What follows belongs to an exercise in optimizing a design on an open flow for small area; a production flow would make more cautious choices.
Function was checked by simulation only, so behaviour that the tests miss may differ from the original.
The clock port is modelled as an ideal driver; clocking choices that lean on that would not hold on a real chip.
Power is estimated from default activity; no workload was simulated.

Setup of job 648:
==> module lc3_datapath, before the edit <==
module lc3_datapath
  (clk,
   rst,
   mem_en,
   mem_we,
   mem_addr,
   mem_wdata,
   mem_ready,
   mem_rdata
   );
  input         clk;
  input         rst;
  output        mem_en;
  output        mem_we;
  output [15:0] mem_addr;
  output [15:0] mem_wdata;
  input         mem_ready;
  input  [15:0] mem_rdata;
  localparam [3:0] S_INIT  = 4'd0,    
                   S_INC   = 4'd1,    
                   S_ALU   = 4'd2,    
                   S_BR    = 4'd3,    
                   S_JMP   = 4'd4,    
                   S_LINK  = 4'd5,    
                   S_EA    = 4'd6,    
                   S_WB    = 4'd7,    
                   S_SEA   = 4'd8,    
                   S_SEAI  = 4'd9,    
                   S_RST   = 4'd10,   
                   S_RDPS  = 4'd11,   
                   S_FETCH = 4'd12,   
                   S_RDP   = 4'd13,   
                   S_RD    = 4'd14,   
                   S_WR    = 4'd15;   
  reg  [3:0]  state;
  reg  [3:0]  state_nx;
  reg  [3:0]  phase;
  reg         run;
  reg         carry;
  reg         ext;
  reg  [1:0]  cc;           
  reg  [15:0] ir;
  reg  [2:0]  f;            
  reg  [2:0]  bs;           
  reg         k14;          
  reg  [15:0] mar;
  reg  [15:0] r [0:7];
  wire is_req  = state[3] & (state[2] | (state[1] & state[0]));
  wire act     = ~is_req & run;
  wire ph0     = (phase == 4'd0);
  wire last    = (phase == 4'd15);
  wire st_init = (state == S_INIT);
  wire st_inc  = (state == S_INC);
  wire st_alu  = (state == S_ALU);
  wire st_br   = (state == S_BR);
  wire st_jmp  = (state == S_JMP);
  wire st_link = (state == S_LINK);
  wire st_ea   = (state == S_EA);
  wire st_wb   = (state == S_WB);
  wire st_sea  = (state == S_SEA) | (state == S_SEAI);
  wire st_rst  = (state == S_RST);
  assign mem_en    = is_req;
  assign mem_we    = (state == S_WR);
  assign mem_addr  = mar;
  assign mem_wdata = ir;
  wire rd  = r[bs][0];
  wire rd2 = r[st_alu ? ir[2:0] : f][0];
  wire mo  = mar[0];
  wire trap  = st_link & ir[15];                    
  wire op_rs = ~ir[15] & ir[14];                    
  wire ob_en = (st_alu & ir[5]) | st_br | (st_link & (f[2] | ir[15])) |
               st_ea | st_sea;
  wire osh   = act & ob_en;
  wire sh4   = osh & ~st_alu;                       
  wire sh5   = sh4 & ~(st_ea & op_rs);              
  wire sh8   = osh & st_link & ~ir[15];             
  wire full  = act & (st_sea | st_rst);             
  wire in_off = k14 ? (phase < 4'd6) : (phase < 4'd9);
  wire ob    = (ob_en & (st_sea & ~in_off ? ext : ir[0])) |
               (st_init & (phase == 4'd9));
  wire a_rd  = st_alu | st_jmp | (st_ea & op_rs) | (st_sea & k14);
  wire a_0   = trap | st_wb | st_rst | st_init;
  wire a     = a_rd ? rd : a_0 ? 1'b0 : mo;
  wire b     = ((st_alu & ~ir[5]) | st_wb | st_rst) ? rd2 : ob;
  wire ci   = ph0 ? st_inc : carry;
  wire sum  = a ^ b ^ ci;
  wire cout = (a & b) | (ci & (a ^ b));
  reg alu;
  always @(*)
    if (st_alu)
      case (ir[15:14])
        2'b01:   alu = a & b;
        2'b10:   alu = ~a;
        default: alu = sum;
      endcase
    else
      alu = sum;
  wire wr    = act & (st_alu | st_wb | st_ea | st_sea | st_rst | st_link |
                      st_init);
  wire [2:0] dst = st_link ? 3'd7 : f;
  wire wbit  = st_init ? 1'b0 :
               st_alu ? alu :
               st_rst ? ir[0] : mo;
  integer i;
  always @(posedge clk)
    for (i = 0; i < 8; i = i + 1)
      r[i] <= {(wr & (st_init | (dst == i))) ? wbit : r[i][0], r[i][15:1]};
  wire mar_sh = act & ~st_alu;
  wire mar_ld = mem_ready & ((state == S_RDP) | (state == S_RD) |
                             (state == S_RDPS));
  wire mar_hd = ~(mar_ld | mar_sh);
  always @(posedge clk)
    mar <= ({16{mar_ld}} & mem_rdata) | ({16{mar_sh}} & {alu, mar[15:1]}) |
           ({16{mar_hd}} & mar);
  wire ld_ir = mem_ready & (state == S_FETCH);
  wire [15:0] ir_sh = {{6{full}},
                       {2{full | sh8}}, {3{full | sh5}}, full | sh4,
                       {4{osh | full}}};
  wire [15:0] ir_hd = ~(ir_sh | {16{ld_ir}});
  always @(posedge clk)
    ir <= ({16{ld_ir}} & mem_rdata) |
          (ir_sh & {rd2, ir[15:9], ir[8] & ~trap, ir[7:1]}) |
          (ir_hd & ir);
  always @(posedge clk)
    if (ld_ir)
      begin
        f   <= mem_rdata[11:9];
        bs  <= mem_rdata[8:6];
        k14 <= mem_rdata[14];
      end
  always @(posedge clk)
    ext <= ob;
  wire ben = (f[2] & (cc == 2'b11)) | (f[1] & (cc == 2'b10)) |
             (f[0] & (cc == 2'b01));
  always @(*)
    begin
      state_nx = state;
      case (state)
        S_FETCH: if (mem_ready) state_nx = S_INC;
        S_RDP:   if (mem_ready) state_nx = ir[14] ? S_FETCH : S_RD;
        S_RDPS:  if (mem_ready) state_nx = S_WR;
        S_RD:    if (mem_ready) state_nx = S_WB;
        S_WR:    if (mem_ready) state_nx = S_RST;
        default:
          if (act & last)
            case (state)
              S_INC:
                casez (ir[15:12])
                  4'b0000: state_nx = ben ? S_BR : S_FETCH;
                  4'b??01: state_nx = S_ALU;             
                  4'b0100,
                  4'b1111: state_nx = S_LINK;            
                  4'b1?00: state_nx = S_JMP;             
                  4'b0?11: state_nx = S_SEA;             
                  4'b1011: state_nx = S_SEAI;            
                  default: state_nx = S_EA;              
                endcase
              S_LINK: state_nx = ir[15] ? S_RDP : f[2] ? S_FETCH : S_JMP;
              S_EA:   state_nx = (ir[15] & ir[14]) ? S_WB :
                                 ir[15] ? S_RDP : S_RD;
              S_SEA:  state_nx = S_WR;
              S_SEAI: state_nx = S_RDPS;
              default: state_nx = S_FETCH;
            endcase
      endcase
    end
  wire nx_req = state_nx[3] & (state_nx[2] | (state_nx[1] & state_nx[0]));
  wire setcc  = act & (st_alu | st_wb);
  always @(posedge clk or negedge rst)
    if (rst == 1'b0)
      begin
        state <= S_INIT;
        phase <= 4'd0;
        run   <= 1'b1;
        cc    <= 2'b00;
      end
    else
      begin
        state <= state_nx;
        phase <= phase + 4'd1;
        run   <= ~nx_req & (last | run);
        if (setcc)
          begin
            if (ph0)
              cc <= wbit ? 2'b01 : 2'b10;
            else if (last)
              cc <= wbit ? 2'b11 : cc;
            else if (wbit)
              cc <= 2'b01;
          end
      end
  always @(posedge clk)
    carry <= cout;
endmodule
==> flow/config.mk <==
export PLATFORM = sky130hd
export DESIGN_NAME = lc3_datapath
export DESIGN_NICKNAME = lc3_datapath
export VERILOG_FILES = /design/flow/design.v
export SDC_FILE = /design/flow/constraint.sdc
export NUM_CORES = 4
export LEC_CHECK = 0
export ABC_AREA = 1
export CAP_MARGIN = 0
export CORE_MARGIN = 2
export CORE_UTILIZATION = 60
export CTS_BUF_LIST = sky130_fd_sc_hd__clkbuf_8
export GPL_TIMING_DRIVEN = 0
export PLACE_DENSITY = 0.75
export SLEW_MARGIN = 0
==> flow/constraint.sdc <==
create_clock -name core_clock -period 10.0 [get_ports {clk}]
set_input_delay 2.0000 -clock core_clock [delete_from_list [all_inputs] [get_ports {clk}]]
set_output_delay 2.0000 -clock core_clock [all_outputs]
set_load 0.01 [all_outputs]
standard.sh (not shown) runs the stock make flow with config.mk's settings and CLKGATE_MAP_FILE= SYNTH_SCRIPT=/design/flow/synth_recipe.tcl, a recipe that flattens the netlist after the stock synthesis.
==> flow/flow/run.sh <==
#!/bin/bash
# The standard layout (standard.sh) with three changes:
#  1. after the standard synthesis, the combinational logic of its netlist is
#     mapped again by ABC for area (flow/reabc.abc); the flip-flops, their
#     cell types and names are kept as the standard synthesis made them;
#  2. the port buffers are the smallest buffer, sky130_fd_sc_hd__buf_1;
#  3. the clock tree uses sky130_fd_sc_hd__clkbuf_8 and no dummy loads, and
#     after it is built each leaf buffer is swapped for a smaller one where
#     the slew at its flip-flops stays low (flow/clk_downsize.tcl).
# Each tool's output goes to a log of its own in this folder
# (standard_synth.log, reabc.log, standard_make.log); the ORFS steps also
# keep their logs under orfs/logs/.
set -euo pipefail
HERE=$(pwd)
R=$HERE/orfs/results/${FLOW_PLATFORM}/lc3_datapath/base
LIB=$FLOW_HOME/platforms/${FLOW_PLATFORM}/lib/sky130_fd_sc_hd__tt_025C_1v80.lib
YOSYS=$FLOW_HOME/../tools/install/yosys/bin/yosys
[ -x "$YOSYS" ] || YOSYS=yosys

bash standard.sh synth > standard_synth.log 2>&1

cp "$R/1_2_yosys.v" "$HERE/standard_synth_netlist.v"
cat > "$HERE/reabc.ys" <<EOS
read_liberty -ignore_miss_func $LIB
blackbox sky130_fd_sc_hd__df* sky130_fd_sc_hd__edf* sky130_fd_sc_hd__sdf* sky130_fd_sc_hd__dl* sky130_fd_sc_hd__conb_1
read_verilog $HERE/standard_synth_netlist.v
hierarchy -top ${FLOW_TOP}
flatten
hierarchy -top ${FLOW_TOP}
opt_clean
stat -liberty $LIB
abc -liberty $LIB -script $HERE/flow/reabc.abc -dont_use sky130_fd_sc_hd__probe_p_8 -dont_use sky130_fd_sc_hd__probec_p_8 -dont_use sky130_fd_sc_hd__lpflow_*
opt_clean -purge
hilomap -singleton -hicell sky130_fd_sc_hd__conb_1 HI -locell sky130_fd_sc_hd__conb_1 LO
splitnets
rename -hide w:*.*
opt_clean -purge
stat -liberty $LIB
read_liberty -lib -overwrite $LIB
check -assert
select ${FLOW_TOP}
write_verilog -noattr -selected $HERE/reabc_netlist.v
EOS
"$YOSYS" -s "$HERE/reabc.ys" > reabc.log 2>&1

cp "$HERE/reabc_netlist.v" "$R/1_2_yosys.v"
rm -f "$R/1_synth.odb" "$R/1_synth.sdc"
touch "$R/1_2_yosys.v" "$R/1_2_yosys.sdc"

export BUFFER_PORTS_ARGS="-buffer_cell sky130_fd_sc_hd__buf_1"
export CTS_ARGS="-sink_clustering_enable -repair_clock_nets -buf_list sky130_fd_sc_hd__clkbuf_8 -dont_use_dummy_load"
export POST_CTS_TCL=$HERE/flow/clk_downsize.tcl
export CLK_SLEW_LIMIT=0.112
export CLK_SMALL_BUFS="sky130_fd_sc_hd__clkbuf_2 sky130_fd_sc_hd__clkbuf_4"
bash standard.sh finish > standard_make.log 2>&1
Other scripts of this flow, unchanged in this note and not shown: flow/flow/clk_downsize.tcl, flow/flow/reabc.abc
The following lists how job 2444 was set up differently from job 648:
diff --git a/flow/design.v b/flow/design.v
--- a/flow/design.v
+++ b/flow/design.v
@@ -339,13 +339,13 @@
   output [15:0] mem_wdata;
   input         mem_ready;
   input  [15:0] mem_rdata;
   localparam [3:0] S_INIT  = 4'd0,    
                    S_INC   = 4'd1,    
                    S_ALU   = 4'd2,    
-                   S_BR    = 4'd3,    
+                   S_SEAR  = 4'd3,    
                    S_JMP   = 4'd4,    
                    S_LINK  = 4'd5,    
                    S_EA    = 4'd6,    
                    S_WB    = 4'd7,    
                    S_SEA   = 4'd8,    
                    S_SEAI  = 4'd9,    
@@ -362,49 +362,51 @@
   reg         carry;
   reg         ext;
   reg  [1:0]  cc;           
   reg  [15:0] ir;
   reg  [2:0]  f;            
   reg  [2:0]  bs;           
-  reg         k14;          
   reg  [15:0] mar;
   reg  [15:0] r [0:7];
   wire is_req  = state[3] & (state[2] | (state[1] & state[0]));
   wire act     = ~is_req & run;
   wire ph0     = (phase == 4'd0);
   wire last    = (phase == 4'd15);
   wire st_init = (state == S_INIT);
   wire st_inc  = (state == S_INC);
   wire st_alu  = (state == S_ALU);
-  wire st_br   = (state == S_BR);
+  wire op_br   = (ir[15:12] == 4'b0000);
   wire st_jmp  = (state == S_JMP);
   wire st_link = (state == S_LINK);
   wire st_ea   = (state == S_EA);
   wire st_wb   = (state == S_WB);
-  wire st_sea  = (state == S_SEA) | (state == S_SEAI);
+  wire st_sear = (state == S_SEAR);
+  wire st_sea  = (state == S_SEA) | (state == S_SEAI) | st_sear;
   wire st_rst  = (state == S_RST);
   assign mem_en    = is_req;
   assign mem_we    = (state == S_WR);
   assign mem_addr  = mar;
   assign mem_wdata = ir;
   wire rd  = r[bs][0];
   wire rd2 = r[st_alu ? ir[2:0] : f][0];
   wire mo  = mar[0];
+  wire ben = (f[2] & (cc == 2'b11)) | (f[1] & (cc == 2'b10)) |
+             (f[0] & (cc == 2'b01));
   wire trap  = st_link & ir[15];                    
   wire op_rs = ~ir[15] & ir[14];                    
-  wire ob_en = (st_alu & ir[5]) | st_br | (st_link & (f[2] | ir[15])) |
-               st_ea | st_sea;
+  wire ob_en = (st_alu & ir[5]) | (st_inc & op_br & ben) |
+               (st_link & (f[2] | ir[15])) | st_ea | st_sea;
   wire osh   = act & ob_en;
   wire sh4   = osh & ~st_alu;                       
   wire sh5   = sh4 & ~(st_ea & op_rs);              
   wire sh8   = osh & st_link & ~ir[15];             
   wire full  = act & (st_sea | st_rst);             
-  wire in_off = k14 ? (phase < 4'd6) : (phase < 4'd9);
+  wire in_off = st_sear ? (phase < 4'd6) : (phase < 4'd9);
   wire ob    = (ob_en & (st_sea & ~in_off ? ext : ir[0])) |
                (st_init & (phase == 4'd9));
-  wire a_rd  = st_alu | st_jmp | (st_ea & op_rs) | (st_sea & k14);
+  wire a_rd  = st_alu | st_jmp | (st_ea & op_rs) | st_sear;
   wire a_0   = trap | st_wb | st_rst | st_init;
   wire a     = a_rd ? rd : a_0 ? 1'b0 : mo;
   wire b     = ((st_alu & ~ir[5]) | st_wb | st_rst) ? rd2 : ob;
   wire ci   = ph0 ? st_inc : carry;
   wire sum  = a ^ b ^ ci;
   wire cout = (a & b) | (ci & (a ^ b));
@@ -446,18 +448,15 @@
           (ir_hd & ir);
   always @(posedge clk)
     if (ld_ir)
       begin
         f   <= mem_rdata[11:9];
         bs  <= mem_rdata[8:6];
-        k14 <= mem_rdata[14];
       end
   always @(posedge clk)
     ext <= ob;
-  wire ben = (f[2] & (cc == 2'b11)) | (f[1] & (cc == 2'b10)) |
-             (f[0] & (cc == 2'b01));
   always @(*)
     begin
       state_nx = state;
       case (state)
         S_FETCH: if (mem_ready) state_nx = S_INC;
         S_RDP:   if (mem_ready) state_nx = ir[14] ? S_FETCH : S_RD;
@@ -466,25 +465,27 @@
         S_WR:    if (mem_ready) state_nx = S_RST;
         default:
           if (act & last)
             case (state)
               S_INC:
                 casez (ir[15:12])
-                  4'b0000: state_nx = ben ? S_BR : S_FETCH;
+                  4'b0000: state_nx = S_FETCH;           
                   4'b??01: state_nx = S_ALU;             
                   4'b0100,
                   4'b1111: state_nx = S_LINK;            
                   4'b1?00: state_nx = S_JMP;             
-                  4'b0?11: state_nx = S_SEA;             
+                  4'b0011: state_nx = S_SEA;             
+                  4'b0111: state_nx = S_SEAR;            
                   4'b1011: state_nx = S_SEAI;            
                   default: state_nx = S_EA;              
                 endcase
               S_LINK: state_nx = ir[15] ? S_RDP : f[2] ? S_FETCH : S_JMP;
               S_EA:   state_nx = (ir[15] & ir[14]) ? S_WB :
                                  ir[15] ? S_RDP : S_RD;
-              S_SEA:  state_nx = S_WR;
+              S_SEA,
+              S_SEAR: state_nx = S_WR;
               S_SEAI: state_nx = S_RDPS;
               default: state_nx = S_FETCH;
             endcase
       endcase
     end
   wire nx_req = state_nx[3] & (state_nx[2] | (state_nx[1] & state_nx[0]));
Findings:
Post-layout instance area essentially unchanged between job 648 and job 2444. Initial standard-cell utilization of the core: job 2444 lower than job 648. Job 2444 packs its core looser than job 648. Looking at instance area at placement, job 2444 sits 21 sq um lower than job 648 does. Summary of job 2444 over job 648: detailed-router iteration count before antenna repair increased 1; combinational power share decreased 0.5 points; combinational group power decreased about 1%.

## separate check: timing with driven ports
The results above use ideal ports. As a check the final layouts listed here were re-extracted and re-timed, cells and wires unchanged.
Step 1: set_driving_cell puts a clkbuf_16 on clk and a buf_2 on each other input, an assumption about the parent block.
Step 2, shift: input delay + t, output delay - t, t = (earliest + latest rising clock arrival at the registers) / 2. This alone moves slack from input paths to output paths.
a / b / c = ideal ports / drivers / drivers and shift; a / b = the first two.
run | shift t [ns] | setup slack, ns | worst setup path after step 2 | worst slew at a driven data input, ns
job 648 | 0.428 | 5.540 / 5.548 / 5.124 | input to register | 0.04
job 2444 | 0.439 | 5.272 / 5.272 / 5.272 | register to register | 0.03
After both steps every run listed still meets setup and hold. The setup slack of job 648, which loses most, moves by +0.008 ns with the drivers and by -0.416 ns with both steps.
